Background: an optimization exercise with open tools, aiming at small area and a short achievable clock period. Do not read the settings as production practice.
RTL that was checked went through simulation tests only; none was proved equivalent to the original.
No functional check of the RTL was part of runs 3 to 6.
No activity file was given, so power comes from the tool's default toggle rates.

## flow/constraint.sdc

```tcl
create_clock -name core_clock -period 13.0 [get_ports {Clk}]
set_input_delay 2.6000 -clock core_clock [delete_from_list [all_inputs] [get_ports {Clk}]]
set_output_delay 2.6000 -clock core_clock [all_outputs]
set_load 0.01 [all_outputs]
```

## flow/config.mk

```make
export PLATFORM = sky130hd
export DESIGN_NAME = multiplier
export DESIGN_NICKNAME = multiplier
export VERILOG_FILES = /design/flow/design.v
export SDC_FILE = /design/flow/constraint.sdc
export NUM_CORES = 4
export LEC_CHECK = 0
export CAP_MARGIN = 20
export CORE_MARGIN = 2
export CORE_UTILIZATION = 40
export SLEW_MARGIN = 20
```

## flow/design.v

```verilog
module multiplier (
    output Ready,
    output Valid,
    output [31:0] R,
    input [15:0] X,
    input [15:0] Y,
    input Clk,
    input Rst
);
    reg [3:0] cnt;
    always @(posedge Clk or negedge Rst) begin
        if (!Rst)
            cnt <= 4'd8;
        else if (cnt == 4'd0)
            cnt <= 4'd8;
        else
            cnt <= cnt - 4'd1;
    end
    reg ready_r, valid_r;
    always @(posedge Clk) begin
        ready_r <= (cnt == 4'd8);
        valid_r <= (cnt == 4'd0);
    end
    wire first = ready_r;
    reg [15:0] xr;
    always @(posedge Clk)
        xr <= X;
    reg [2:0] trip;
    always @(*) begin
        case (cnt[2:0])
            3'd7: trip = Y[3:1];
            3'd6: trip = Y[5:3];
            3'd5: trip = Y[7:5];
            3'd4: trip = Y[9:7];
            3'd3: trip = Y[11:9];
            3'd2: trip = Y[13:11];
            default: trip = Y[15:13];
        endcase
    end
    reg one_r, two_r, neg_r;
    always @(posedge Clk) begin
        one_r <= trip[1] ^ trip[0];
        two_r <= (trip[2] & ~trip[1] & ~trip[0]) | (~trip[2] & trip[1] & trip[0]);
        neg_r <= trip[2];
    end
    wire one0 = Y[0];
    wire two0 = Y[1] & ~Y[0];
    wire neg0 = Y[1];
    wire [16:0] pp0 = (({17{one0}} & {X[15], X}) | ({17{two0}} & {X, 1'b0})) ^ {17{neg0}};
    wire [1:0] low0 = {pp0[1] ^ (pp0[0] & neg0), X[0] & Y[0]};
    wire cy0 = neg0 & pp0[1] & pp0[0];
    wire [16:0] pp = (({17{one_r}} & {xr[15], xr}) | ({17{two_r}} & {xr, 1'b0})) ^ {17{neg_r}};
    reg [15:0] acc_hi;
    reg [15:0] lo;
    reg pend;                       
    wire [15:0] ic;                 
    genvar i;
    assign ic[0] = pend;
    generate
        for (i = 1; i < 16; i = i + 1) begin : g_inc
            assign ic[i] = pend & (&acc_hi[i-1:0]);
        end
    endgenerate
    wire [15:0] a = acc_hi ^ ic;
    wire [17:0] ea = {a[15], a[15], a};
    wire [17:0] eb = {pp[16], pp};
    wire [17:0] g0 = ea & eb;
    wire [17:0] p0 = ea ^ eb;
    wire [17:0] g = {g0[17:1], g0[0] | (p0[0] & neg_r)};
    wire [17:0] p = p0;
    wire [17:0] G;
    wire [17:0] P;
    wire [8:0] g2, p2;
    generate for (i = 0; i < 9; i = i + 1) begin : l1
        assign g2[i] = g[2*i+1] | (p[2*i+1] & g[2*i]);
        assign p2[i] = p[2*i+1] & p[2*i];
    end endgenerate
    wire [3:0] g4, p4;
    generate for (i = 0; i < 4; i = i + 1) begin : l2
        assign g4[i] = g2[2*i+1] | (p2[2*i+1] & g2[2*i]);
        assign p4[i] = p2[2*i+1] & p2[2*i];
    end endgenerate
    wire [1:0] g8, p8;
    generate for (i = 0; i < 2; i = i + 1) begin : l3
        assign g8[i] = g4[2*i+1] | (p4[2*i+1] & g4[2*i]);
        assign p8[i] = p4[2*i+1] & p4[2*i];
    end endgenerate
    wire g16 = g8[1] | (p8[1] & g8[0]);
    wire [17:0] C;
    assign C[0] = g[0];
    assign C[1] = g2[0];
    assign C[2] = g[2] | (p[2] & C[1]);
    assign C[3] = g4[0];
    assign C[4] = g[4] | (p[4] & C[3]);
    assign C[5] = g2[2] | (p2[2] & C[3]);
    assign C[6] = g[6] | (p[6] & C[5]);
    assign C[7] = g8[0];
    assign C[8] = g[8] | (p[8] & C[7]);
    assign C[9] = g2[4] | (p2[4] & C[7]);
    assign C[10] = g[10] | (p[10] & C[9]);
    assign C[11] = g4[2] | (p4[2] & C[7]);
    assign C[12] = g[12] | (p[12] & C[11]);
    assign C[13] = g2[6] | (p2[6] & C[11]);
    assign C[14] = g[14] | (p[14] & C[13]);
    assign C[15] = g16;
    assign C[16] = g[16] | (p[16] & C[15]);
    assign C[17] = g2[8] | (p2[8] & C[15]);
    wire [17:0] s = p ^ {C[16:0], neg_r};
    always @(posedge Clk) begin
        if (first) begin
            acc_hi <= {pp0[16], pp0[16:2]};
            lo <= {low0, lo[15:2]};
            pend <= cy0;
        end else begin
            acc_hi <= s[17:2];
            lo <= {s[1:0], lo[15:2]};
            pend <= 1'b0;
        end
    end
    assign Ready = ready_r;
    assign Valid = valid_r;
    assign R = {32{valid_r}} & {acc_hi, lo};
endmodule
```

## flow/flow/run.sh

```bash
#!/bin/bash
set -o pipefail
cp standard.sh standard_copy.sh.log 2>/dev/null
export BUFFER_PORTS_ARGS="-buffer_cell sky130_fd_sc_hd__buf_1"
bash standard.sh > standard.log 2>&1
```

## flow/standard.sh

```bash
#!/bin/bash
# synth_recipe.tcl (not shown) runs the flow's synth.tcl, then flattens the netlist and writes it again
# the make line also repeats each setting of config.mk as NAME=value (left out here)
make -C /OpenROAD-flow-scripts/flow DESIGN_CONFIG=/design/flow/config.mk WORK_HOME=/design/flow/orfs CLKGATE_MAP_FILE= SYNTH_SCRIPT=/design/flow/synth_recipe.tcl "${@:-finish}"
```

==> flow_summary_export.csv, run 1 <==
group,metric,value,unit
detailed_routing,drt_iter0_markers,170,
synthesis,yosysSeqAreaShare,0.3431,
sta,hold_viol,0,
final_layout,n_fill_cell,828,
sta,max_freq,239.4,MHz
synthesis,synth-seq-cells,58,
clock_tree,cts_resized,0,
critical_path,cp_slowest_cell,"dfxtp_1",
critical_path,crit_path_start,"valid_r",
place,dp_slack,8.554,ns
sta,rsz0062_at_grt,"false",
detailed_routing,viasPerCell,5.111,
detailed_routing,drtPass1Iterations,4,
final_layout,diodes,0,
global_routing,grt_max_degree,34,
critical_path,r2r_end,"acc_hi[14]",
pwr,power,695.8,uW
critical_path,critical_path.top_delay_family,"flip-flops",
clock_tree,ctsHoldBuffers,0,
synthesis,synthArstFlopShare,0.06897,
synthesis,netlist.area_leader.share,0.3137,
synthesis,synth_cell_types,49,
global_routing,gr-total-overflow,0,
clock_tree,cts_buffers,9,
synthesis,synth_warnings,1,
synthesis,synthFlopType,"dfxtp_1",
sta,skew,0.009197,ns
sta,fin_crit_sh,0.3213,
global_routing,grt_pass1_wl,12.84,mm
clock_tree,cts_setup_buffers,0,
global_routing,antenna_found_initial,0,
critical_path,cp-endpoint,"R[17]",
die,fp.dieW,96.82,um
synthesis,avgSynthCellArea,9.213,um2
critical_path,critPathKind,"reg -> out",
critical_path,worstPathCellList,"and2_2 > buf_1",
critical_path,critPathLaunchType,"flop",
die,dieArea,0.009373,mm2
clock_tree,cts_tree,"done",
critical_path,r2r-start,"acc_hi[1]",
clock_tree,cts-root-buf,"clkbuf_8",
clock_tree,clk_latency,0.34,ns
sta,period_needed,4.177,ns
sta,hold_ws,0.3352,ns
final_layout,fin_util,0.4728,
critical_path,r2r_cells,14,
die,die_h,96.82,um
synthesis,synth_area_leaders,"dfxtp_1, xnor2_1, ha_1",
synthesis,synth_top_area_cell,"dfxtp_1",
die,core.rowCount,33,
clock_tree,clockBufferDepth,2,
critical_path,cp-end-kind,"primary output",
sta,slew_violations,0,
pwr,vdd_drop_max,63.06,uV
critical_path,cp_data_required_time,10.40,ns
sta,worst_pin_slew,1.034,ns
clock_tree,clock-sinks,58,
sta,setup_viol,0,
synthesis,synth_fp_nets,435,
critical_path,cp_max_fo,33,
synthesis,synthCells,374,
sta,finalSetupTns,0,ns
sta,fin_ws,8.823,ns
critical_path,path_depth,2,
place,gp_congestion,0.8366,
die,ioPinCount,68,
clock_tree,htreeDepth,3,
flow_run,maxCapViolCount,0,
status,status,"timing/DRC/antenna clean",
die,coreArea,0.008299,mm2
detailed_routing,antenna_left,0,
critical_path,slowest_delay,0.82,ns
final_layout,layout.nets,493,
hold_path,hold_path.class,"reg -> reg",
global_routing,grt_pass1_vias,2611,
detailed_routing,vias,2765,
detailed_routing,drc_errors,0,
critical_path,r2r_slack,9.47,ns
place,hpwlAfterDp,5.947,mm
die,start_util,0.4152,
global_routing,globalRouteTotalUtil,0.1702,
clock_tree,path_clk_slew,0.07,ns
place,port_buffers,67,
synthesis,synth_edf_count,0,
synthesis,syn-cell-area,0.003446,mm2
final_layout,drive_above_1_share,0.05963,
detailed_routing,wl,7.791,mm
detailed_routing,detail_route.wl_per_cell,14.40,um
critical_path,path_buf_inv,1,
pwr,cellLeakagePower,0.001592,uW
pwr,p_per_area,177.3,mW/mm2
critical_path,cp.arrival,1.58,ns
sta,maxSlewHeadroom,0.3106,
final_layout,syn2layout_area_growth,13.87,%
[how the worst min path moves through the flow]
| stage | start | endpoint | slack (ns) | cells past startpoint |
|---|---|---|---|---|
| after floorplan | lo[2] | lo[0] | 0.32 | 0 |
| after global placement | lo[9] | lo[7] | 0.33 | 0 |
| after detailed placement | lo[12] | lo[10] | 0.33 | 0 |
| after CTS | lo[5] | lo[3] | 0.34 | 0 |
| after global routing | lo[5] | lo[3] | 0.34 | 0 |
| final | lo[5] | lo[3] | 0.34 | 0 |
[stage by stage]
| step | cells | instance area (um2) |
|---|---|---|
| 2_1_floorplan | 374 | 3446 |
| 3_3_place_gp | 526 | 3736 |
| 3_5_place_dp | 526 | 3736 |
| 4_1_cts | 541 | 3924 |
| 5_1_grt | 541 | 3924 |
| 6_report | 541 | 3924 |
[power breakdown]
group,total [uW],switching (uW),leakage [uW],internal (uW)
logic,257,134,0.00100,122
registers,275,43.2,0.000497,232
clock network,163,70.9,0.0000925,92.5
[cell families after synthesis]
logic type / share of synthesized area
simple gates: 0.1943
buf+inv: 0.03994
fa+ha+maj: 0.1176
compound gates: 0.1398
mux: 0.04866
flops: 0.3431
xor+xnor: 0.1166
[registers in the layout, summed over array words and instances (netlist names)]
register and count:
ready_r 1, one_r 1, neg_r 1, lo 16, valid_r 1, acc_hi 16, cnt 4, pend 1
two_r 1, xr 16
[area by class of cell]
cell class              count  area, um2  area share
well taps                 105      131.4     0.03348
repair buffers             68      259.0     0.06601
multi-input cells         285       2126      0.5418
flip-flops and latches     58       1182      0.3013
inverters                  10      37.54    0.009566
clock buffers              12      145.1     0.03699
clock inverters             3      42.54     0.01084
[cells in the final DEF, fill, tap and decap left out, types with 2 or more instances in the layout]
cell type,netlist,final
buf_1,0,67
dfxtp_1,54,54
and2_1,35,35
xnor2_1,31,31
nand2_1,31,31
a21oi_1,18,18
ha_1,18,18
o21ai_0,17,17
nor2_1,15,15
a22oi_1,15,15
nand3_1,13,13
xor2_1,13,13
inv_1,10,10
mux2i_1,10,10
clkbuf_8,0,10
fa_1,9,9
nand2b_1,7,7
a221oi_1,6,6
a21o_1,5,5
nand4_1,4,4
mux2_2,4,4
nor2b_1,4,4
and3_1,3,3
dfrtp_1,3,3
a211oi_1,2,2
and4_4,2,2
and2_2,2,2
o21a_1,2,2
clkbuf_1,14,2
[synth_stat cells, drive strengths merged, types with 2 or more instances]
master and count:
fa 9, a221oi 6, mux2 4, ha 18, o21a 2, nor2 15
mux2i 10, nor2b 4, dfrtp 3, buf 7, dfxtp 54, and2 37
xnor2 31, and4 3, a211oi 2, nand2b 7, o21ai 18, nand3 13
a22oi 15, xor2 14, inv 10, clkbuf 14, a21oi 18, and3 4
nand2 31, a21o 5, nand4 4
[layer usage]
metal  up-vias  wire length [um]  GRT usage
met5         -                 0          0
met4         0               101    0.05200
met3         8               427    0.04769
met2        78              3232     0.2340
met1      1273              4031     0.2562
li1       1406                 -          -
==> inputs of run 2 (changes only) <==
==> flow/flow/run.sh (replaced) <==
#!/bin/bash
set -o pipefail
export BUFFER_PORTS_ARGS="-buffer_cell sky130_fd_sc_hd__buf_1"
export SETUP_SLACK_MARGIN=9.4
bash standard.sh > standard.log 2>&1
==> flow_summary_export.csv, run 2 <==
group,metric,value,unit
critical_path,cp.arrival,1.14,ns
clock_tree,cts-root-buf,"clkbuf_8",
critical_path,cp_max_fo,16,
synthesis,synth-seq-cells,58,
sta,maxSlewHeadroom,0.5631,
detailed_routing,drtPass1Iterations,4,
global_routing,grt_max_degree,29,
synthesis,synth_warnings,1,
critical_path,cp_slowest_cell,"dfxtp_4",
detailed_routing,drt_iter0_markers,128,
global_routing,grt_pass1_vias,2745,
place,hpwlAfterDp,5.581,mm
detailed_routing,antenna_left,0,
sta,rsz0062_at_grt,"true",
synthesis,synthArstFlopShare,0.06897,
synthesis,synthCells,374,
final_layout,final_cell_mix,"dfxtp_1, and2_1, buf_1",
detailed_routing,drc_errors,0,
place,gp_congestion,0.8322,
synthesis,ys_top_cells_by_count,"dfxtp_1, and2_1, nand2_1, xnor2_1",
die,fp.dieW,96.82,um
critical_path,critPathKind,"reg -> out",
die,dieArea,0.009373,mm2
final_layout,largestRegisters,"acc_hi: 16 flops, lo: 16 flops, xr: 16 flops",
synthesis,yosysSeqAreaShare,0.3431,
final_layout,syn2layout_area_growth,18.74,%
clock_tree,clock-sinks,58,
final_layout,n_fill_cell,808,
clock_tree,path_clk_slew,0.07,ns
place,port_buffers,67,
final_layout,finalNonFillerCells,547,
sta,setup_viol,0,
critical_path,cp_data_required_time,10.40,ns
hold_path,hold_path.class,"reg -> reg",
critical_path,slowest_delay,0.37,ns
pwr,vdd_drop_max,87.45,uV
global_routing,grt_pass1_wl,13.34,mm
clock_tree,cts_buffers,9,
synthesis,netlist.area_leader.share,0.3137,
die,core.rowCount,33,
hold_path,hold_depth,0,
sta,finalSetupTns,0,ns
synthesis,synth_cell_types,49,
synthesis,synthFlopType,"dfxtp_1",
sta,skew,0.008522,ns
critical_path,critPathLaunchType,"flop",
final_layout,layout.nets,498,
detailed_routing,vias,2790,
die,coreArea,0.008299,mm2
detailed_routing,detail_route.wl_per_cell,14.60,um
sta,fin_crit_sh,0.2879,
critical_path,worstPathCellList,"buf_12 > and2_1 > buf_2",
sta,slew_violations,0,
synthesis,post-synth-top-count-cell,"dfxtp_1",
sta,hold_viol,0,
pwr,cellLeakagePower,0.001784,uW
die,die_h,96.82,um
synthesis,synth_area_leaders,"dfxtp_1, xnor2_1, ha_1",
clock_tree,htreeDepth,3,
sta,worst_pin_slew,0.6544,ns
critical_path,r2r_cells,14,
final_layout,layout_commonest_cell,"dfxtp_1",
die,start_util,0.4152,
clock_tree,clk_latency,0.35,ns
clock_tree,clockBufferDepth,2,
sta,period_needed,3.742,ns
global_routing,gr-total-overflow,0,
global_routing,globalRouteTotalUtil,0.1777,
synthesis,synth_edf_count,0,
detailed_routing,wl,7.985,mm
final_layout,diodes,0,
status,status,"timing/DRC/antenna clean",
pwr,p_per_area,164.7,mW/mm2
critical_path,cp-end-kind,"primary output",
global_routing,antenna_found_initial,0,
synthesis,synth_top_area_cell,"dfxtp_1",
synthesis,avgSynthCellArea,9.213,um2
sta,max_freq,267.2,MHz
die,ioPinCount,68,
place,placed_cells,526,
synthesis,syn-cell-area,0.003446,mm2
final_layout,drive_above_1_share,0.1765,
detailed_routing,viasPerCell,5.101,
flow_run,maxCapViolCount,0,
synthesis,synth_fp_nets,435,
clock_tree,cts_tree,"done",
-- run 2: cell counts after synthesis --
No cell type changed its count.
-- run 2: cells by family (layout without fill, tap and decap cells) --
kind of cell             count (synthesis)  count (layout)  share of synthesized area
buffers and inverters                   31              99                    0.03994
flip-flops                              58              58                     0.3431
AO/OA/AOI/OAI                           74              74                     0.1398
AND/OR/NAND/NOR                        124             124                     0.1943
XOR/XNOR                                45              45                     0.1166
multiplexers                            15              15                    0.04866
adder cells (fa/ha/maj)                 27              27                     0.1176
-- run 2: area by class of cell --
| type | instances | area [um2] | share of cell area |
|---|---|---|---|
| clock buffers | 9 | 123.9 | 0.03028 |
| flip-flops and latches | 58 | 1194 | 0.2917 |
| inverters | 10 | 37.54 | 0.009174 |
| well taps | 105 | 131.4 | 0.03211 |
| repair buffers | 73 | 409.1 | 0.1000 |
| clock inverters | 7 | 55.05 | 0.01346 |
| multi-input cells | 285 | 2141 | 0.5232 |
-- run 2: routing by layer --
layer,track usage,share of wire
met5,0,0
met4,0.07259,0.017
met3,0.02962,0.036
met2,0.3024,0.49
met1,0.2232,0.45
-- run 2: path summary, 6_finish.rpt --
check / from / endpoint / slack (ns)
worst max-delay path: valid_r / R[21] / 9.26
worst min-delay path: lo[10] / lo[8] / 0.35
worst max register to register: acc_hi[1] / acc_hi[14] / 9.59
worst min register to register: lo[10] / lo[8] / 0.35
max in group asynchronous: Rst / cnt[3] / 10.68
min in group asynchronous: Rst / cnt[2] / 2.07
-- run 2: power by group --
| part | internal (uW) | switching, uW |
|---|---|---|
| Sequential | 232 | 41.7 |
| Combinational | 122 | 127 |
| Clock | 70.1 | 80.2 |
-- run 2: worst max-delay path, delay by kind of cell, from the launching register on --
family	cells	cell delay [ns]
simple gates	1	0.15
buf+inv	2	0.28
flops	1	0.37
-- run 2: per-stage QoR --
| stage | instance area [um2] | hold slack (ns) | total power [uW] | util | setup slack (ns) |
|---|---|---|---|---|---|
| 2_1_floorplan | 3483 | 0.3236 | 460.1 | - | 9.217 |
| 3_3_place_gp | 3742 | 0.3267 | 520.8 | 0.4509 | 8.549 |
| 3_5_place_dp | 3742 | 0.3299 | 524.6 | 0.4509 | 8.492 |
| 4_1_cts | 4040 | 0.3484 | 679.4 | 0.4868 | 9.242 |
| 5_1_grt | 4091 | 0.3524 | 727.0 | 0.4930 | 9.208 |
| 6_report | 4091 | 0.3461 | 673.7 | 0.4930 | 9.258 |
-- run 2: timing repair --
item / CTS / global route
gates cloned: 0 / 1
hold buffers: 0 / 0
endpoints found under the setup margin: 50 / 40
gates resized for setup: 50 / 10
setup buffers: 4 / 0
==> inputs of run 3 (changes only) <==
--- a/flow/design.v
+++ b/flow/design.v
@@ -21,10 +21,7 @@
         ready_r <= (cnt == 4'd8);
         valid_r <= (cnt == 4'd0);
     end
-    wire first = ready_r;
-    reg [15:0] xr;
-    always @(posedge Clk)
-        xr <= X;
+    wire first = ready_r;        
     reg [2:0] trip;
     always @(*) begin
         case (cnt[2:0])
@@ -43,30 +40,21 @@
         two_r <= (trip[2] & ~trip[1] & ~trip[0]) | (~trip[2] & trip[1] & trip[0]);
         neg_r <= trip[2];
     end
-    wire one0 = Y[0];
-    wire two0 = Y[1] & ~Y[0];
-    wire neg0 = Y[1];
-    wire [16:0] pp0 = (({17{one0}} & {X[15], X}) | ({17{two0}} & {X, 1'b0})) ^ {17{neg0}};
-    wire [1:0] low0 = {pp0[1] ^ (pp0[0] & neg0), X[0] & Y[0]};
-    wire cy0 = neg0 & pp0[1] & pp0[0];
-    wire [16:0] pp = (({17{one_r}} & {xr[15], xr}) | ({17{two_r}} & {xr, 1'b0})) ^ {17{neg_r}};
+    wire one = first ? Y[0] : one_r;
+    wire two = first ? (Y[1] & ~Y[0]) : two_r;
+    wire neg = first ? Y[1] : neg_r;
+    wire [16:0] xs = {X[15], X};
+    wire [16:0] x2 = {X, 1'b0};
+    wire [16:0] pp = (({17{one}} & xs) | ({17{two}} & x2)) ^ {17{neg}};
     reg [15:0] acc_hi;
     reg [15:0] lo;
-    reg pend;                       
-    wire [15:0] ic;                 
+    wire [15:0] a = first ? 16'd0 : acc_hi;
     genvar i;
-    assign ic[0] = pend;
-    generate
-        for (i = 1; i < 16; i = i + 1) begin : g_inc
-            assign ic[i] = pend & (&acc_hi[i-1:0]);
-        end
-    endgenerate
-    wire [15:0] a = acc_hi ^ ic;
     wire [17:0] ea = {a[15], a[15], a};
     wire [17:0] eb = {pp[16], pp};
     wire [17:0] g0 = ea & eb;
     wire [17:0] p0 = ea ^ eb;
-    wire [17:0] g = {g0[17:1], g0[0] | (p0[0] & neg_r)};
+    wire [17:0] g = {g0[17:1], g0[0] | (p0[0] & neg)};
     wire [17:0] p = p0;
     wire [17:0] G;
     wire [17:0] P;
@@ -105,17 +93,10 @@
     assign C[15] = g16;
     assign C[16] = g[16] | (p[16] & C[15]);
     assign C[17] = g2[8] | (p2[8] & C[15]);
-    wire [17:0] s = p ^ {C[16:0], neg_r};
+    wire [17:0] s = p ^ {C[16:0], neg};
     always @(posedge Clk) begin
-        if (first) begin
-            acc_hi <= {pp0[16], pp0[16:2]};
-            lo <= {low0, lo[15:2]};
-            pend <= cy0;
-        end else begin
-            acc_hi <= s[17:2];
-            lo <= {s[1:0], lo[15:2]};
-            pend <= 1'b0;
-        end
+        acc_hi <= s[17:2];
+        lo <= {s[1:0], lo[15:2]};
     end
     assign Ready = ready_r;
     assign Valid = valid_r;
==> flow/flow/run.sh (replaced) <==
#!/bin/bash
set -o pipefail
cp standard.sh standard_copy.sh.log 2>/dev/null
export BUFFER_PORTS_ARGS="-buffer_cell sky130_fd_sc_hd__buf_1"
bash standard.sh > standard.log 2>&1
==> flow_summary_export.csv, run 3 <==
group,metric,value,unit
sta,maxSlewHeadroom,0.3298,
detailed_routing,wl,4.757,mm
synthesis,yosysSeqAreaShare,0.3494,
synthesis,synth_cell_types,41,
sta,max_freq,174.9,MHz
critical_path,cp-end-kind,"flop",
pwr,cellLeakagePower,0.001176,uW
detailed_routing,drc_errors,0,
synthesis,synth_fp_nets,303,
synthesis,post-synth-top-count-cell,"dfxtp_1",
synthesis,synth_warnings,1,
die,die_h,81.62,um
clock_tree,ctsHoldBuffers,0,
detailed_routing,drt_iter0_markers,40,
critical_path,r2r_end,"acc_hi[9]",
critical_path,cp.arrival,5.91,ns
critical_path,critical_path.top_delay_family,"compound AO/OA/AOI/OAI gates",
final_layout,drive_above_1_share,0.05178,
final_layout,finalNonFillerCells,384,
die,ioPinCount,68,
pwr,p_per_area,177.6,mW/mm2
detailed_routing,detail_route.wl_per_cell,12.39,um
detailed_routing,antenna_left,0,
clock_tree,clockBufferDepth,2,
critical_path,cp_data_required_time,13.19,ns
sta,fin_crit_sh,0.4398,
status,status,"timing/DRC/antenna clean",
place,gp_congestion,0.7831,
final_layout,diodes,0,
clock_tree,cts-root-buf,"clkbuf_8",
die,fp.dieW,81.62,um
synthesis,synth_area_leaders,"dfxtp_1, and2_1, ha_1",
sta,fin_ws,7.283,ns
sta,period_needed,5.717,ns
synthesis,synthCells,245,
place,placed_cells,376,
final_layout,layout_commonest_cell,"buf_1",
critical_path,worstPathCellList,"buf_1 > nand3b_1 > o21ai_1 > a22oi_1 > xor2_1 > fa_1 > a21oi_1 > nor2_1 > or2_2 > a31oi_1 > o21ai_0 > fa_1 > xor2_1",
clock_tree,clock-sinks,41,
synthesis,netlist.area_leader.share,0.3074,
place,port_buffers,67,
place,dp_slack,6.961,ns
sta,worst_pin_slew,0.9986,ns
critical_path,cp_max_fo,16,
sta,skew,0.003422,ns
critical_path,critPathKind,"in -> reg",
flow_run,maxCapViolCount,0,
sta,hold_ws,0.3467,ns
synthesis,synth-seq-cells,41,
final_layout,final_cell_mix,"buf_1, dfxtp_1, and2_1",
pwr,vdd_drop_max,71.69,uV
global_routing,grt_pass1_vias,1668,
die,coreArea,0.005886,mm2
synthesis,avgSynthCellArea,9.836,um2
detailed_routing,drtPass1Iterations,4,
global_routing,grt_max_degree,34,
critical_path,critPathLaunchType,"input port",
critical_path,cp_slowest_cell,"o21ai_1",
critical_path,r2r_cells,12,
critical_path,r2r-start,"ready_r",
sta,setup_viol,0,
hold_path,hold_path.class,"reg -> reg",
final_layout,syn2layout_area_growth,16.56,%
critical_path,r2r_slack,8.79,ns
hold_path,hp-start,"lo[3]",
sta,hold_viol,0,
hold_path,whs_endpoint,"lo[1]",
global_routing,gr-total-overflow,0,
synthesis,synthFlopType,"dfxtp_1",
clock_tree,cts_setup_buffers,0,
sta,slew_violations,0,
clock_tree,cts_buffers,5,
critical_path,slowest_delay,0.58,ns
synthesis,synth_edf_count,0,
clock_tree,htreeDepth,2,
global_routing,globalRouteTotalUtil,0.1497,
synthesis,syn-cell-area,0.002410,mm2
global_routing,grt_pass1_wl,7.617,mm
clock_tree,cts_resized,0,
detailed_routing,viasPerCell,4.771,
die,dieArea,0.006661,mm2
final_layout,largestRegisters,"acc_hi: 16 flops, lo: 16 flops, cnt: 4 flops",
critical_path,path_buf_inv,1,
hold_path,hold_depth,0,
synthesis,synthArstFlopShare,0.09756,
sta,rsz0062_at_grt,"false",
die,core.rowCount,28,
die,start_util,0.4094,
clock_tree,clk_latency,0.29,ns
detailed_routing,vias,1832,
synthesis,synth_top_area_cell,"dfxtp_1",
final_layout,layout.nets,366,
clock_tree,path_clk_slew,0.08,ns
synthesis,ys_top_cells_by_count,"dfxtp_1, and2_1, xor2_1",
clock_tree,cts_tree,"done",
global_routing,antenna_found_initial,0,
final_layout,fin_util,0.4773,
sta,finalSetupTns,0,ns
place,hpwlAfterDp,3.564,mm
[run 3: changes by cell type after synthesis, moves of 11 or more]
cell and delta:
nor2b_1 +13, nand3_1 -11, nand2_1 -16, dfxtp_1 -17
o21ai_0 -12, xnor2_1 -26
[run 3: through the flow]
stage                     power, uW  instance area [um2]
after CTS                     506.9                 2809
after global placement        394.1                 2698
final                         499.0                 2809
after global routing          547.3                 2809
after floorplan               353.3                 2410
after detailed placement      400.6                 2698
[run 3: kinds of logic after synthesis]
| group | after synthesis | share of synthesized area |
|---|---|---|
| compound gates | 43 | 0.1241 |
| mux | 8 | 0.04984 |
| buf+inv | 21 | 0.03946 |
| fa+ha+maj | 24 | 0.1526 |
| xor+xnor | 26 | 0.09450 |
| flops | 41 | 0.3494 |
| simple gates | 82 | 0.1900 |
[run 3: report_power, final]
group	switching, uW	internal, uW
combinational	108	91.0
sequential	16.8	181
clock	45.3	57.7
[run 3: per-layer routing]
| layer | global-route usage | routed length (um) |
|---|---|---|
| met4 | 0.04833 | 67 |
| met1 | 0.1967 | 2211 |
| met5 | 0 | 0 |
| met2 | 0.2434 | 2259 |
| met3 | 0.03516 | 219 |
[run 3: area by class of cell]
type	count	area, um2
multi-input combinational	183	1473
clock buffer	6	72.57
tap	75	93.84
fill	609	3077
timing repair buffer	67	251.5
clock inverter	2	38.79
sequential	41	842.1
inverter	10	37.54
[run 3: how the worst max path moves through the flow]
stage	cells past startpoint	slack [ns]	endpoint	startpoint
2_1_floorplan	12	7.65	acc_hi[9]	Y[0]
3_5_place_dp	13	6.96	acc_hi[9]	Y[1]
6_report	13	7.28	acc_hi[9]	Y[1]
4_1_cts	13	7.27	acc_hi[9]	Y[1]
5_1_grt	13	6.98	acc_hi[9]	Y[1]
3_3_place_gp	13	7.07	acc_hi[9]	Y[1]
[run 3: worst register-to-register path, cell delays in order (launching register included)]
cell	delay, ns
dfxtp_1	0.89
nand3b_1	0.20
o21ai_1	0.58
a22oi_1	0.18
xor2_1	0.22
fa_1	0.47
a21oi_1	0.22
nor2_1	0.09
or2_2	0.30
a31oi_1	0.26
o21ai_0	0.17
fa_1	0.39
xor2_1	0.15
==> inputs of run 4 (changes only) <==
==> flow/flow/run.sh (replaced) <==
#!/bin/bash
set -o pipefail
export BUFFER_PORTS_ARGS="-buffer_cell sky130_fd_sc_hd__buf_1"
export SETUP_SLACK_MARGIN=8.4
bash standard.sh > standard.log 2>&1
==> flow_summary_export.csv, run 4 <==
group,metric,value,unit
critical_path,slowest_delay,0.45,ns
critical_path,cp.arrival,5.15,ns
detailed_routing,antenna_left,0,
clock_tree,clockBufferDepth,2,
final_layout,layout_commonest_cell,"buf_1",
die,die_h,81.62,um
synthesis,post-synth-top-count-cell,"dfxtp_1",
synthesis,synthFlopType,"dfxtp_1",
die,dieArea,0.006661,mm2
final_layout,n_fill_cell,531,
final_layout,largestRegisters,"acc_hi: 16 flops, lo: 16 flops, cnt: 4 flops",
place,gp_congestion,0.8006,
sta,setup_viol,0,
critical_path,r2r_end,"acc_hi[12]",
synthesis,syn-cell-area,0.002410,mm2
synthesis,synth_area_leaders,"dfxtp_1, and2_1, ha_1",
sta,slew_violations,0,
synthesis,synth_warnings,1,
final_layout,final_cell_mix,"buf_1, dfxtp_1, and2_1",
pwr,p_per_area,180.5,mW/mm2
final_layout,fin_util,0.5500,
detailed_routing,viasPerCell,4.873,
critical_path,cp_max_fo,6,
synthesis,avgSynthCellArea,9.836,um2
sta,period_needed,4.893,ns
critical_path,critPathKind,"in -> reg",
status,status,"timing/DRC/antenna clean",
critical_path,worstPathCellList,"buf_6 > nand3b_1 > o21ai_4 > a22oi_2 > xor2_2 > ha_1 > a21oi_4 > nor2_4 > o2111ai_4 > a21oi_2 > a211oi_2 > fa_1 > inv_1",
synthesis,ys_top_cells_by_count,"dfxtp_1, and2_1, xor2_1",
synthesis,netlist.area_leader.share,0.3074,
sta,worst_pin_slew,1.070,ns
clock_tree,clk_latency,0.30,ns
place,port_buffers,67,
hold_path,whs_endpoint,"lo[10]",
global_routing,gr-total-overflow,0,
final_layout,layout.nets,393,
critical_path,cp-end-kind,"flop",
critical_path,critPathLaunchType,"input port",
final_layout,diodes,0,
die,core.rowCount,28,
synthesis,synthArstFlopShare,0.09756,
global_routing,grt_pass1_vias,1833,
synthesis,synth-seq-cells,41,
place,hpwlAfterDp,3.613,mm
clock_tree,cts-root-buf,"clkbuf_8",
place,dp_slack,7.570,ns
pwr,cellLeakagePower,0.001329,uW
hold_path,hp-start,"lo[12]",
sta,finalSetupTns,0,ns
sta,maxSlewHeadroom,0.2854,
clock_tree,clock-sinks,41,
die,coreArea,0.005886,mm2
sta,rsz0062_at_grt,"true",
critical_path,r2r_slack,9.36,ns
clock_tree,cts_buffers,5,
clock_tree,ctsHoldBuffers,0,
synthesis,synth_edf_count,0,
sta,hold_viol,0,
pwr,vdd_drop_max,82.22,uV
global_routing,grt_pass1_wl,8.342,mm
global_routing,antenna_found_initial,0,
detailed_routing,vias,2003,
clock_tree,cts_tree,"done",
critical_path,cp_slowest_cell,"fa_1",
final_layout,syn2layout_area_growth,34.32,%
global_routing,grt_max_degree,34,
hold_path,hold_path.class,"reg -> reg",
synthesis,yosysSeqAreaShare,0.3494,
final_layout,drive_above_1_share,0.2381,
synthesis,synthCells,245,
flow_run,maxCapViolCount,0,
detailed_routing,drt_iter0_markers,81,
critical_path,cp_data_required_time,13.25,ns
die,ioPinCount,68,
critical_path,r2r-start,"ready_r",
die,start_util,0.4094,
die,fp.dieW,81.62,um
detailed_routing,detail_route.wl_per_cell,12.95,um
detailed_routing,wl,5.323,mm
place,placed_cells,376,
sta,fin_ws,8.107,ns
detailed_routing,drc_errors,0,
sta,fin_crit_sh,0.3764,
synthesis,synth_top_area_cell,"dfxtp_1",
sta,skew,0.007102,ns
place,dpl_cell_area,0.002753,mm2
sta,max_freq,204.4,MHz
clock_tree,path_clk_slew,0.09,ns
synthesis,synth_fp_nets,303,
detailed_routing,drtPass1Iterations,4,
synthesis,synth_cell_types,41,
clock_tree,htreeDepth,2,
critical_path,r2r_cells,12,
final_layout,finalInstanceArea,0.003237,mm2
hold_path,hold_depth,0,
final_layout,finalNonFillerCells,411,
global_routing,globalRouteTotalUtil,0.1639,
-- run 4: cell counts after synthesis --
Identical to the previous run, type by type.
-- run 4: area by class of cell --
class | instances | area, um2 | area share
clock buffers | 5 | 68.82 | 0.02126
clock inverters | 3 | 21.27 | 0.006571
inverters | 10 | 37.54 | 0.01160
multi-input cells | 185 | 1710 | 0.5284
flip-flops and latches | 41 | 842.1 | 0.2601
well taps | 75 | 93.84 | 0.02899
repair buffers | 92 | 462.9 | 0.1430
-- run 4: layer usage --
layer  wire, um  vias to the layer above  part of all wire  track usage
met5          0                        -                 0            0
met4         69                        0             0.013      0.05000
met3        181                        6             0.034      0.03846
met2       2718                       38              0.51       0.2943
met1       2354                      950              0.44       0.1935
li1           -                     1009                 -            -
-- run 4: repair_timing --
action                                  4_1_cts  5_1_grt
pin swaps                                    15       23
endpoints found under the setup margin       12       13
setup buffers                                17        8
resized for setup                            20       22
gates cloned                                  1        1
-- run 4: worst max-delay path, delay by kind of cell --
| family | cells | cell delay, ns |
|---|---|---|
| and+or+nand+nor | 2 | 0.28 |
| xor gates and xnor gates | 1 | 0.21 |
| AOI/OAI and AO/OA | 6 | 1.08 |
| buffers and inverters | 2 | 0.17 |
| adders and majority gates | 2 | 0.81 |
-- run 4: worst max path at each step --
stage	from	endpoint
6_report	Y[0]	acc_hi[14]
5_1_grt	Y[1]	acc_hi[14]
4_1_cts	Y[0]	acc_hi[14]
3_5_place_dp	Y[1]	acc_hi[12]
3_3_place_gp	Y[1]	acc_hi[12]
2_1_floorplan	Y[0]	acc_hi[12]
-- run 4: cells by family (layout without fill, tap and decap cells) --
group                      Yosys count  count (layout)  synth area share
xor gates and xnor gates            26              26           0.09450
muxes                                8               9           0.04984
DFF                                 41              41            0.3494
adders and majority gates           24              24            0.1526
AOI/OAI and AO/OA                   43              44            0.1241
and+or+nand+nor                     82              82            0.1900
buffers and inverters               21             110           0.03946
-- run 4: per-stage QoR --
| step | total power [uW] | hold slack [ns] |
|---|---|---|
| 6_report | 584.2 | 0.3479 |
| 5_1_grt | 631.9 | 0.3521 |
| 4_1_cts | 553.5 | 0.3482 |
| 3_5_place_dp | 414.5 | 0.3303 |
| 3_3_place_gp | 410.7 | 0.3262 |
| 2_1_floorplan | 370.7 | 0.3236 |
-- run 4: power by group --
part           internal, uW  switching (uW)  total (uW)  leakage, uW
combinational           148             151         298     0.000931
sequential              181            18.9         200     0.000354
clock                  38.1            48.0        86.1    0.0000445
==> inputs of run 5 (changes only) <==
--- a/flow/design.v
+++ b/flow/design.v
@@ -16,48 +16,57 @@
         else
             cnt <= cnt - 4'd1;
     end
-    reg ready_r, valid_r;
+    reg ready_r, valid_n;
     always @(posedge Clk) begin
         ready_r <= (cnt == 4'd8);
-        valid_r <= (cnt == 4'd0);
+        valid_n <= (cnt != 4'd0);
     end
-    wire first = ready_r;        
-    reg [2:0] trip;
+    wire first = ready_r;
+    reg [15:0] xr;
+    always @(posedge Clk)
+        xr <= X;
+    wire t0 = Y[1] & Y[0];
+    reg [1:0] tsel;
     always @(*) begin
         case (cnt[2:0])
-            3'd7: trip = Y[3:1];
-            3'd6: trip = Y[5:3];
-            3'd5: trip = Y[7:5];
-            3'd4: trip = Y[9:7];
-            3'd3: trip = Y[11:9];
-            3'd2: trip = Y[13:11];
-            default: trip = Y[15:13];
+            3'd7: tsel = Y[3:2];
+            3'd6: tsel = Y[5:4];
+            3'd5: tsel = Y[7:6];
+            3'd4: tsel = Y[9:8];
+            3'd3: tsel = Y[11:10];
+            3'd2: tsel = Y[13:12];
+            default: tsel = Y[15:14];
         endcase
     end
     reg one_r, two_r, neg_r;
+    wire [2:0] trip = {tsel, first ? t0 : neg_r};
     always @(posedge Clk) begin
         one_r <= trip[1] ^ trip[0];
         two_r <= (trip[2] & ~trip[1] & ~trip[0]) | (~trip[2] & trip[1] & trip[0]);
         neg_r <= trip[2];
     end
-    wire one = first ? Y[0] : one_r;
-    wire two = first ? (Y[1] & ~Y[0]) : two_r;
-    wire neg = first ? Y[1] : neg_r;
     wire [16:0] xs = {X[15], X};
-    wire [16:0] x2 = {X, 1'b0};
-    wire [16:0] pp = (({17{one}} & xs) | ({17{two}} & x2)) ^ {17{neg}};
-    reg [15:0] acc_hi;
-    reg [15:0] lo;
-    wire [15:0] a = first ? 16'd0 : acc_hi;
+    wire [16:0] below;              
     genvar i;
+    assign below[0] = 1'b0;
+    generate
+        for (i = 1; i < 17; i = i + 1) begin : g_neg
+            assign below[i] = |xs[i-1:0];
+        end
+    endgenerate
+    wire [16:0] nx = xs ^ below;    
+    wire sel1 = Y[0] & ~Y[1];
+    wire sel2 = Y[1] & ~Y[0];
+    wire [16:0] p0 = ({17{sel1}} & xs) | ({17{sel2}} & {X, 1'b0}) | ({17{t0}} & nx);
+    wire [16:0] pp = (({17{one_r}} & {xr[15], xr}) | ({17{two_r}} & {xr, 1'b0})) ^ {17{neg_r}};
+    reg [15:0] acc_n;
+    reg [15:0] lo_n;
+    wire [15:0] a = ~acc_n;
     wire [17:0] ea = {a[15], a[15], a};
     wire [17:0] eb = {pp[16], pp};
     wire [17:0] g0 = ea & eb;
-    wire [17:0] p0 = ea ^ eb;
-    wire [17:0] g = {g0[17:1], g0[0] | (p0[0] & neg)};
-    wire [17:0] p = p0;
-    wire [17:0] G;
-    wire [17:0] P;
+    wire [17:0] p = ea ^ eb;
+    wire [17:0] g = {g0[17:1], g0[0] | (p[0] & neg_r)};
     wire [8:0] g2, p2;
     generate for (i = 0; i < 9; i = i + 1) begin : l1
         assign g2[i] = g[2*i+1] | (p[2*i+1] & g[2*i]);
@@ -93,12 +102,17 @@
     assign C[15] = g16;
     assign C[16] = g[16] | (p[16] & C[15]);
     assign C[17] = g2[8] | (p2[8] & C[15]);
-    wire [17:0] s = p ^ {C[16:0], neg};
+    wire [17:0] s = p ^ {C[16:0], neg_r};
     always @(posedge Clk) begin
-        acc_hi <= s[17:2];
-        lo <= {s[1:0], lo[15:2]};
+        if (first) begin
+            acc_n <= ~{p0[16], p0[16:2]};
+            lo_n <= {~p0[1:0], lo_n[15:2]};
+        end else begin
+            acc_n <= ~s[17:2];
+            lo_n <= {~s[1:0], lo_n[15:2]};
+        end
     end
     assign Ready = ready_r;
-    assign Valid = valid_r;
-    assign R = {32{valid_r}} & {acc_hi, lo};
+    assign Valid = ~valid_n;
+    assign R = ~({32{valid_n}} | {acc_n, lo_n});
 endmodule
==> flow/flow/run.sh (replaced) <==
#!/bin/bash
set -o pipefail
export BUFFER_PORTS_ARGS="-buffer_cell sky130_fd_sc_hd__buf_1"
export SETUP_SLACK_MARGIN=9.4
bash standard.sh > standard.log 2>&1
==> flow_summary_export.csv, run 5 <==
group,metric,value,unit
clock_tree,cts_tree,"done",
clock_tree,cts-root-buf,"clkbuf_8",
synthesis,synth_edf_count,0,
detailed_routing,viasPerCell,5.103,
pwr,p_int,465.0,uW
detailed_routing,drc_errors,0,
clock_tree,ctsHoldBuffers,0,
sta,max_freq,265.7,MHz
final_layout,layout.nets,523,
sta,finalSetupTns,0,ns
clock_tree,htreeDepth,3,
synthesis,synthCells,382,
global_routing,grt_pass1_vias,2751,
clock_tree,clockBufferDepth,2,
hold_path,hold_path.class,"reg -> reg",
clock_tree,path_clk_slew,0.08,ns
critical_path,worstPathCellList,"buf_8 > clkinv_4 > ha_4 > nor3b_4 > and2_4 > nand3b_4 > or3_1 > a32o_1",
final_layout,syn2layout_area_growth,37.78,%
synthesis,post-synth-top-count-cell,"nor2_1",
status,status,"timing/DRC/antenna clean",
sta,slew_violations,0,
detailed_routing,antenna_left,0,
synthesis,synth_cell_types,54,
critical_path,cp_max_fo,3,
synthesis,avgSynthCellArea,8.739,um2
detailed_routing,wl,8.511,mm
critical_path,cp-end-kind,"flop",
die,die_h,95.36,um
final_layout,layout_commonest_cell,"dfxtp_1",
sta,skew,0.01206,ns
die,ioPinCount,68,
global_routing,antenna_found_initial,0,
synthesis,synth_area_leaders,"dfxtp_1, ha_1, nor2_1",
pwr,p_clk_frac,0.230,
final_layout,finalInstanceArea,0.004599,mm2
pwr,switching_share,0.3695,
sta,maxSlewHeadroom,0.6776,
synthesis,netlist.area_leader.share,0.3178,
sta,hold_viol,0,
global_routing,globalRouteTotalUtil,0.1904,
global_routing,gr-total-overflow,0,
place,gp_congestion,0.8369,
clock_tree,clock-sinks,57,
synthesis,synth-seq-cells,57,
die,start_util,0.4104,
critical_path,cp_slowest_cell,"or3_1",
pwr,power_frac_seq,0.380,
place,dp_slack,8.550,ns
clock_tree,clk_latency,0.34,ns
critical_path,critPathKind,"in -> reg",
detailed_routing,drtPass1Iterations,4,
final_layout,diodes,0,
die,dieArea,0.009093,mm2
sta,fin_ws,9.236,ns
critical_path,slowest_delay,0.31,ns
pwr,cellLeakagePower,0.002005,uW
synthesis,synth_warnings,1,
detailed_routing,detail_route.wl_per_cell,14.91,um
global_routing,grt_max_degree,31,
pwr,power_frac_comb,0.390,
sta,fin_crit_sh,0.2896,
final_layout,final_cell_mix,"dfxtp_1, inv_1, nor2_1",
final_layout,drive_above_1_share,0.3047,
detailed_routing,drt_iter0_markers,140,
synthesis,synthArstFlopShare,0.07018,
final_layout,largestRegisters,"acc_n: 16 flops, lo_n: 16 flops, xr: 16 flops",
die,coreArea,0.008134,mm2
synthesis,yosysSeqAreaShare,0.3482,
detailed_routing,vias,2914,
synthesis,ys_top_cells_by_count,"nor2_1, dfxtp_1, inv_1",
pwr,p_sw,272.5,uW
sta,worst_pin_slew,0.4829,ns
global_routing,grt_pass1_wl,13.28,mm
clock_tree,cts_buffers,9,
sta,setup_viol,0,
die,fp.dieW,95.36,um
synthesis,syn-cell-area,0.003338,mm2
final_layout,fin_util,0.5655,
synthesis,synthFlopType,"dfxtp_1",
critical_path,critPathLaunchType,"input port",
flow_run,maxCapViolCount,0,
critical_path,cp_data_required_time,13.23,ns
die,core.rowCount,33,
pwr,p_per_area,160.3,mW/mm2
synthesis,synth_top_area_cell,"dfxtp_1",
place,hpwlAfterDp,5.834,mm
place,dpl_cell_area,0.003670,mm2
place,port_buffers,67,
critical_path,cp.arrival,3.99,ns
sta,period_needed,3.764,ns
synthesis,synth_fp_nets,444,
pwr,vdd_drop_max,62.56,uV
sta,rsz0062_at_grt,"true",
## run 5: repair_timing
item                       CTS  global route
cloned                       0             1
resized for setup           84            78
setup endpoints to repair   50            50
pin swaps                   14            28
setup buffers               18             3
## run 5: worst max-delay path: cells and delay by family
family / cells / cell delay (ns)
buf+inv: 2 / 0.14
compound gates: 1 / 0.22
fa+ha+maj: 1 / 0.12
simple gates: 4 / 0.91
## run 5: metrics by stage
step	power (uW)	instances	hold slack, ns
6_report	737.4	571	0.3583
3_3_place_gp	534.0	533	0.3348
2_1_floorplan	464.8	382	0.3317
4_1_cts	725.5	567	0.3401
3_5_place_dp	535.9	533	0.3355
5_1_grt	794.7	571	0.3644
## run 5: per-layer routing
layer	share of wire	global-route usage	up-vias
met5	0	0	-
met4	0.013	0.06884	0
met3	0.043	0.05059	11
met2	0.46	0.2817	64
met1	0.48	0.2661	1359
li1	-	-	1480
## run 5: final timing paths
check	from	to	slack, ns	cells past startpoint
max	X[0]	acc_n[10]	9.24	8
min in group asynchronous	Rst	cnt[2]	2.08	1
max reg2reg	two_r	acc_n[13]	9.77	11
max in group asynchronous	Rst	cnt[3]	10.67	1
min	lo_n[2]	lo_n[0]	0.36	0
min reg2reg	lo_n[2]	lo_n[0]	0.36	0
## run 5: layout make-up
| cell class | instances | area, um2 |
|---|---|---|
| tap | 105 | 131.4 |
| fill | 728 | 3535 |
| timing repair buffer | 91 | 694.4 |
| multi-input combinational | 269 | 2258 |
| sequential | 57 | 1169 |
| clock buffer | 9 | 123.9 |
| clock inverter | 7 | 77.57 |
| inverter | 33 | 145.1 |
## run 5: cell families (layout without fill, tap and decap cells)
group | count (synthesis) | count (layout) | share of synthesized area
AOI/OAI and AO/OA | 87 | 87 | 0.1758
xor gates and xnor gates | 28 | 28 | 0.07346
buffers and inverters | 56 | 140 | 0.06597
and+or+nand+nor | 108 | 108 | 0.1548
adders and majority gates | 28 | 28 | 0.1252
muxes | 18 | 18 | 0.05660
DFF | 57 | 57 | 0.3482
## run 5: power groups by stage
stage	clock network (uW)	registers, uW	logic [uW]
after floorplan	0	256	209
after global placement	0	271	263
after detailed placement	0	270	266
after CTS	173	268	284
after global routing	180	288	327
final	170	280	288
==> inputs of run 6 (changes only) <==
--- a/flow/design.v
+++ b/flow/design.v
@@ -17,11 +17,17 @@
             cnt <= cnt - 4'd1;
     end
     reg ready_r, valid_n;
+    reg [3:0] vq_n;
     always @(posedge Clk) begin
         ready_r <= (cnt == 4'd8);
         valid_n <= (cnt != 4'd0);
+        vq_n[0] <= cnt[3] ? (cnt[2:0] != 3'd1) : (cnt[2:0] != 3'd0);
+        vq_n[1] <= cnt[3] ? (cnt[2:0] != 3'd2) : (cnt[2:0] != 3'd0);
+        vq_n[2] <= cnt[3] ? (cnt[2:0] != 3'd3) : (cnt[2:0] != 3'd0);
+        vq_n[3] <= cnt[3] ? (cnt[2:0] != 3'd4) : (cnt[2:0] != 3'd0);
     end
     wire first = ready_r;
+    genvar i;
     reg [15:0] xr;
     always @(posedge Clk)
         xr <= X;
@@ -45,23 +51,24 @@
         two_r <= (trip[2] & ~trip[1] & ~trip[0]) | (~trip[2] & trip[1] & trip[0]);
         neg_r <= trip[2];
     end
-    wire [16:0] xs = {X[15], X};
-    wire [16:0] below;              
-    genvar i;
-    assign below[0] = 1'b0;
-    generate
-        for (i = 1; i < 17; i = i + 1) begin : g_neg
-            assign below[i] = |xs[i-1:0];
-        end
-    endgenerate
-    wire [16:0] nx = xs ^ below;    
     wire sel1 = Y[0] & ~Y[1];
     wire sel2 = Y[1] & ~Y[0];
-    wire [16:0] p0 = ({17{sel1}} & xs) | ({17{sel2}} & {X, 1'b0}) | ({17{t0}} & nx);
+    wire [16:0] p0 = ({17{sel1}} & {X[15], X}) | ({17{sel2}} & {X, 1'b0}) | ({17{t0}} & ~{X[15], X});
+    wire [1:0] low0 = {p0[1] ^ (t0 & p0[0]), p0[0] ^ t0};
+    wire cy0 = t0 & ~X[1] & ~X[0];
     wire [16:0] pp = (({17{one_r}} & {xr[15], xr}) | ({17{two_r}} & {xr, 1'b0})) ^ {17{neg_r}};
     reg [15:0] acc_n;
     reg [15:0] lo_n;
-    wire [15:0] a = ~acc_n;
+    reg pend;                       
+    wire [15:0] acc = ~acc_n;
+    wire [15:0] ic;
+    assign ic[0] = pend;
+    generate
+        for (i = 1; i < 16; i = i + 1) begin : g_inc
+            assign ic[i] = pend & (&acc[i-1:0]);
+        end
+    endgenerate
+    wire [15:0] a = acc ^ ic;
     wire [17:0] ea = {a[15], a[15], a};
     wire [17:0] eb = {pp[16], pp};
     wire [17:0] g0 = ea & eb;
@@ -106,13 +113,15 @@
     always @(posedge Clk) begin
         if (first) begin
             acc_n <= ~{p0[16], p0[16:2]};
-            lo_n <= {~p0[1:0], lo_n[15:2]};
+            lo_n <= {~low0, lo_n[15:2]};
+            pend <= cy0;
         end else begin
             acc_n <= ~s[17:2];
             lo_n <= {~s[1:0], lo_n[15:2]};
+            pend <= 1'b0;
         end
     end
     assign Ready = ready_r;
     assign Valid = ~valid_n;
-    assign R = ~({32{valid_n}} | {acc_n, lo_n});
+    assign R = ~({{8{vq_n[3]}}, {8{vq_n[2]}}, {8{vq_n[1]}}, {8{vq_n[0]}}} | {acc_n, lo_n});
 endmodule
==> flow/flow/run.sh (replaced) <==
#!/bin/bash
# The standard layout (standard.sh), with three settings changed:
# - the port buffers are plain buf_1 cells instead of the default delay buffer,
# - full-adder cells are left out of the cell choice (half adders stay), so the
#   synthesis builds the adder's sum and carry from plain gates,
# - the resizer's timing repair aims for 9.3 ns of setup slack (the SDC and the
#   clock period are unchanged).
# Every tool's output goes to standard.log in this folder.
set -o pipefail
export BUFFER_PORTS_ARGS="-buffer_cell sky130_fd_sc_hd__buf_1"
export DONT_USE_CELLS="sky130_fd_sc_hd__fa_1 sky130_fd_sc_hd__fa_2 sky130_fd_sc_hd__fa_4"
export SETUP_SLACK_MARGIN=9.3
bash standard.sh > standard.log 2>&1
==> flow_summary_export.csv, run 6 <==
group,metric,value,unit
die,die_h,97.22,um
synthesis,avgSynthCellArea,9.220,um2
final_layout,drive_above_1_share,0.1619,
sta,period_needed,3.809,ns
synthesis,muxShareOfSynthArea,0.07235,
clock_tree,cts_buffers,9,
clock_tree,clock-sinks,62,
critical_path,slowest_delay,0.56,ns
global_routing,grt_pass1_wl,13.34,mm
final_layout,largestRegisters,"acc_n: 16 flops, lo_n: 16 flops, xr: 16 flops",
final_layout,layout_commonest_cell,"buf_1",
sta,fin_crit_sh,0.2930,
global_routing,gr-total-overflow,0,
final_layout,final_cell_mix,"buf_1, dfxtp_1, nor2_1",
global_routing,grt_max_degree,35,
synthesis,synth-seq-cells,62,
pwr,cellLeakagePower,0.001780,uW
synthesis,synth_edf_count,0,
sta,slew_violations,0,
detailed_routing,viasPerCell,5.106,
detailed_routing,wl,8.234,mm
die,core.rowCount,34,
detailed_routing,antenna_left,0,
critical_path,cp_max_fo,3,
critical_path,cp_slowest_cell,"or4b_4",
detailed_routing,drc_errors,0,
synthesis,synth_area_leaders,"dfxtp_1, ha_1, a22oi_1",
final_layout,diodes,0,
critical_path,cp_data_required_time,13.24,ns
synthesis,netlist.area_leader.share,0.3341,
detailed_routing,drtPass1Iterations,4,
sta,maxSlewHeadroom,0.6701,
synthesis,synth_xor_area_frac,0.09323,
status,status,"timing/DRC/antenna clean",
synthesis,ys_top_cells_by_count,"dfxtp_1, nor2_1, a22oi_1",
synthesis,synth_warnings,1,
synthesis,syn-cell-area,0.003476,mm2
sta,worst_pin_slew,0.4942,ns
synthesis,synthArstFlopShare,0.06452,
pwr,p_per_area,183.7,mW/mm2
sta,skew,0.01180,ns
global_routing,antenna_found_initial,0,
final_layout,fin_util,0.4899,
sta,hold_viol,0,
flow_run,maxCapViolCount,0,
clock_tree,path_clk_slew,0.08,ns
die,ioPinCount,68,
synthesis,post-synth-top-count-cell,"dfxtp_1",
final_layout,layout.nets,507,
global_routing,grt_pass1_vias,2772,
detailed_routing,met2WireLength,3.955,mm
synthesis,synth_cell_types,49,
sta,hold_ws,0.3515,ns
final_layout,syn2layout_area_growth,20.52,%
synthesis,synthFlopType,"dfxtp_1",
critical_path,crit_top_cell,"nor2b_4",
synthesis,synth_fa_ha_area_frac,0.1166,
clock_tree,clk_latency,0.36,ns
detailed_routing,wl_met1,3.695,mm
critical_path,cp-end-kind,"flop",
synthesis,synth_compound_area_frac,0.1627,
global_routing,globalRouteTotalUtil,0.1781,
clock_tree,cts-root-buf,"clkbuf_8",
sta,max_freq,262.6,MHz
synthesis,synthCells,377,
detailed_routing,met3_length,388,um
place,hpwlAfterDp,6.108,mm
synthesis,synth_top_area_cell,"dfxtp_1",
die,coreArea,0.008551,mm2
detailed_routing,vias,2854,
detailed_routing,detail_route.wl_per_cell,14.73,um
clock_tree,clockBufferDepth,2,
pwr,vdd_drop_max,67.03,uV
die,start_util,0.4065,
synthesis,yosysSeqAreaShare,0.3632,
hold_path,hold_path.class,"reg -> reg",
synthesis,synth_top_family_by_area,"compound AO/OA/AOI/OAI gates",
detailed_routing,drt_iter0_markers,103,
critical_path,worstPathCellList,"or4b_4 > nand2b_4 > or4_4 > nor2_4 > xnor2_2 > ha_1 > and2_4 > nor2b_4 > nor2b_4 > a211oi_2 > buf_4 > o21ba_4 > fa_2 > mux2_4",
sta,setup_viol,0,
synthesis,synth_fp_nets,438,
detailed_routing,highest_layer,"met4",
place,gp_congestion,0.8651,
pwr,power,769.4,uW
clock_tree,htreeDepth,3,
die,dieArea,0.009451,mm2
clock_tree,cts_tree,"done",
critical_path,critPathKind,"reg -> reg",
place,port_buffers,67,
synthesis,yosys.area_share.simple,0.1443,
critical_path,critPathLaunchType,"flop",
die,fp.dieW,97.22,um
sta,rsz0062_at_grt,"true",
critical_path,cp.arrival,4.05,ns
sta,finalSetupTns,0,ns
run 6: per-layer routing:
| metal | track usage | up-vias |
|---|---|---|
| met1 | 0.2203 | 1341 |
| met3 | 0.05180 | 17 |
| met5 | 0 | - |
| met4 | 0.07372 | 0 |
| met2 | 0.2917 | 60 |
| li1 | - | 1436 |
run 6: final cells by class:
class | count | area, um2
Tap cell | 108 | 135.1
Inverter | 23 | 86.33
Multi-Input combinational cell | 271 | 2132
Timing Repair Buffer | 79 | 356.6
Clock buffer | 9 | 123.9
Sequential cell | 62 | 1275
Fill cell | 830 | 4362
Clock inverter | 7 | 80.08
run 6: path summary, 6_finish.rpt:
path | startpoint | end | depth (start not counted) | slack, ns
setup / recovery | acc_n[2] | acc_n[12] | 14 | 9.19
hold reg to reg | lo_n[12] | lo_n[10] | 0 | 0.35
hold / removal | lo_n[12] | lo_n[10] | 0 | 0.35
min in group asynchronous | Rst | cnt[1] | 1 | 2.07
max in group asynchronous | Rst | cnt[3] | 1 | 10.67
setup reg to reg | acc_n[2] | acc_n[12] | 14 | 9.19
run 6: kinds of logic after synthesis:
family	after synthesis
AND/OR/NAND/NOR	100
AO/OA/AOI/OAI	83
flip-flops	62
buffers and inverters	44
XOR/XNOR	37
adder cells (fa/ha/maj)	27
multiplexers	24
run 6: where the power goes:
| group | switching, uW | internal [uW] | total, uW |
|---|---|---|---|
| Sequential | 46.9 | 245 | 292 |
| Combinational | 146 | 156 | 302 |
| Clock | 84.8 | 90.3 | 175 |
run 6: per-stage QoR:
stage                     instance area, um2  cells  setup slack (ns)
after CTS                               4136    558             9.210
after global placement                  3811    534             8.571
after detailed placement                3811    534             8.518
after floorplan                         3483    377             9.341
after global routing                    4189    559             9.145
final                                   4189    559             9.191
run 6: what timing repair did:
action	4_1_cts	5_1_grt
gates cloned	0	0
setup endpoints to repair	21	17
gates resized for setup	21	20
pin swaps	11	11
buffers inserted	8	1
hold buffers	0	0
run 6: critical path: cells and delay by family, from the launching register on:
kind	cells	cell delay (ns)
buffers and inverters	1	0.18
adders and majority gates	2	0.71
AOI/OAI and AO/OA	2	0.35
and+or+nand+nor	7	1.72
DFF	1	0.33
xor gates and xnor gates	1	0.12
muxes	1	0.28

## afterwards: timing with drivers on the ports
The results above use ideal ports. As a check the final layouts listed here were re-extracted and re-timed, cells and wires unchanged. Step 1 (the two cells are an assumption about what drives the block):
set clk [get_ports {Clk}]
set_driving_cell -lib_cell sky130_fd_sc_hd__clkbuf_16 $clk
set_driving_cell -lib_cell sky130_fd_sc_hd__buf_2 [delete_from_list [all_inputs] $clk]
Step 2, shift: input delay + t, output delay - t, t = (earliest + latest rising clock arrival at the registers) / 2. This alone moves slack from input paths to output paths. Three values: ideal ports, drivers, drivers and shift; two values: the first two.
run	shift t [ns]	slack for setup (ns)	worst register clock-pin slew, ns
run 1	0.365	8.823 / 8.790 / 8.571	0.07 / 0.07
run 2	0.376	9.258 / 9.223 / 9.090	0.08 / 0.08
run 3	0.320	7.283 / 7.290 / 6.970	0.08 / 0.08
run 4	0.327	8.107 / 8.099 / 7.773	0.09 / 0.09
run 5	0.370	9.236 / 9.210 / 8.854	0.08 / 0.08
run 6	0.379	9.191 / 9.191 / 9.007	0.08 / 0.08
After both steps setup and hold are still met in every run listed. For run 5, which loses most, drivers alone change the setup slack by -0.026 ns; drivers and shift together by -0.382 ns.
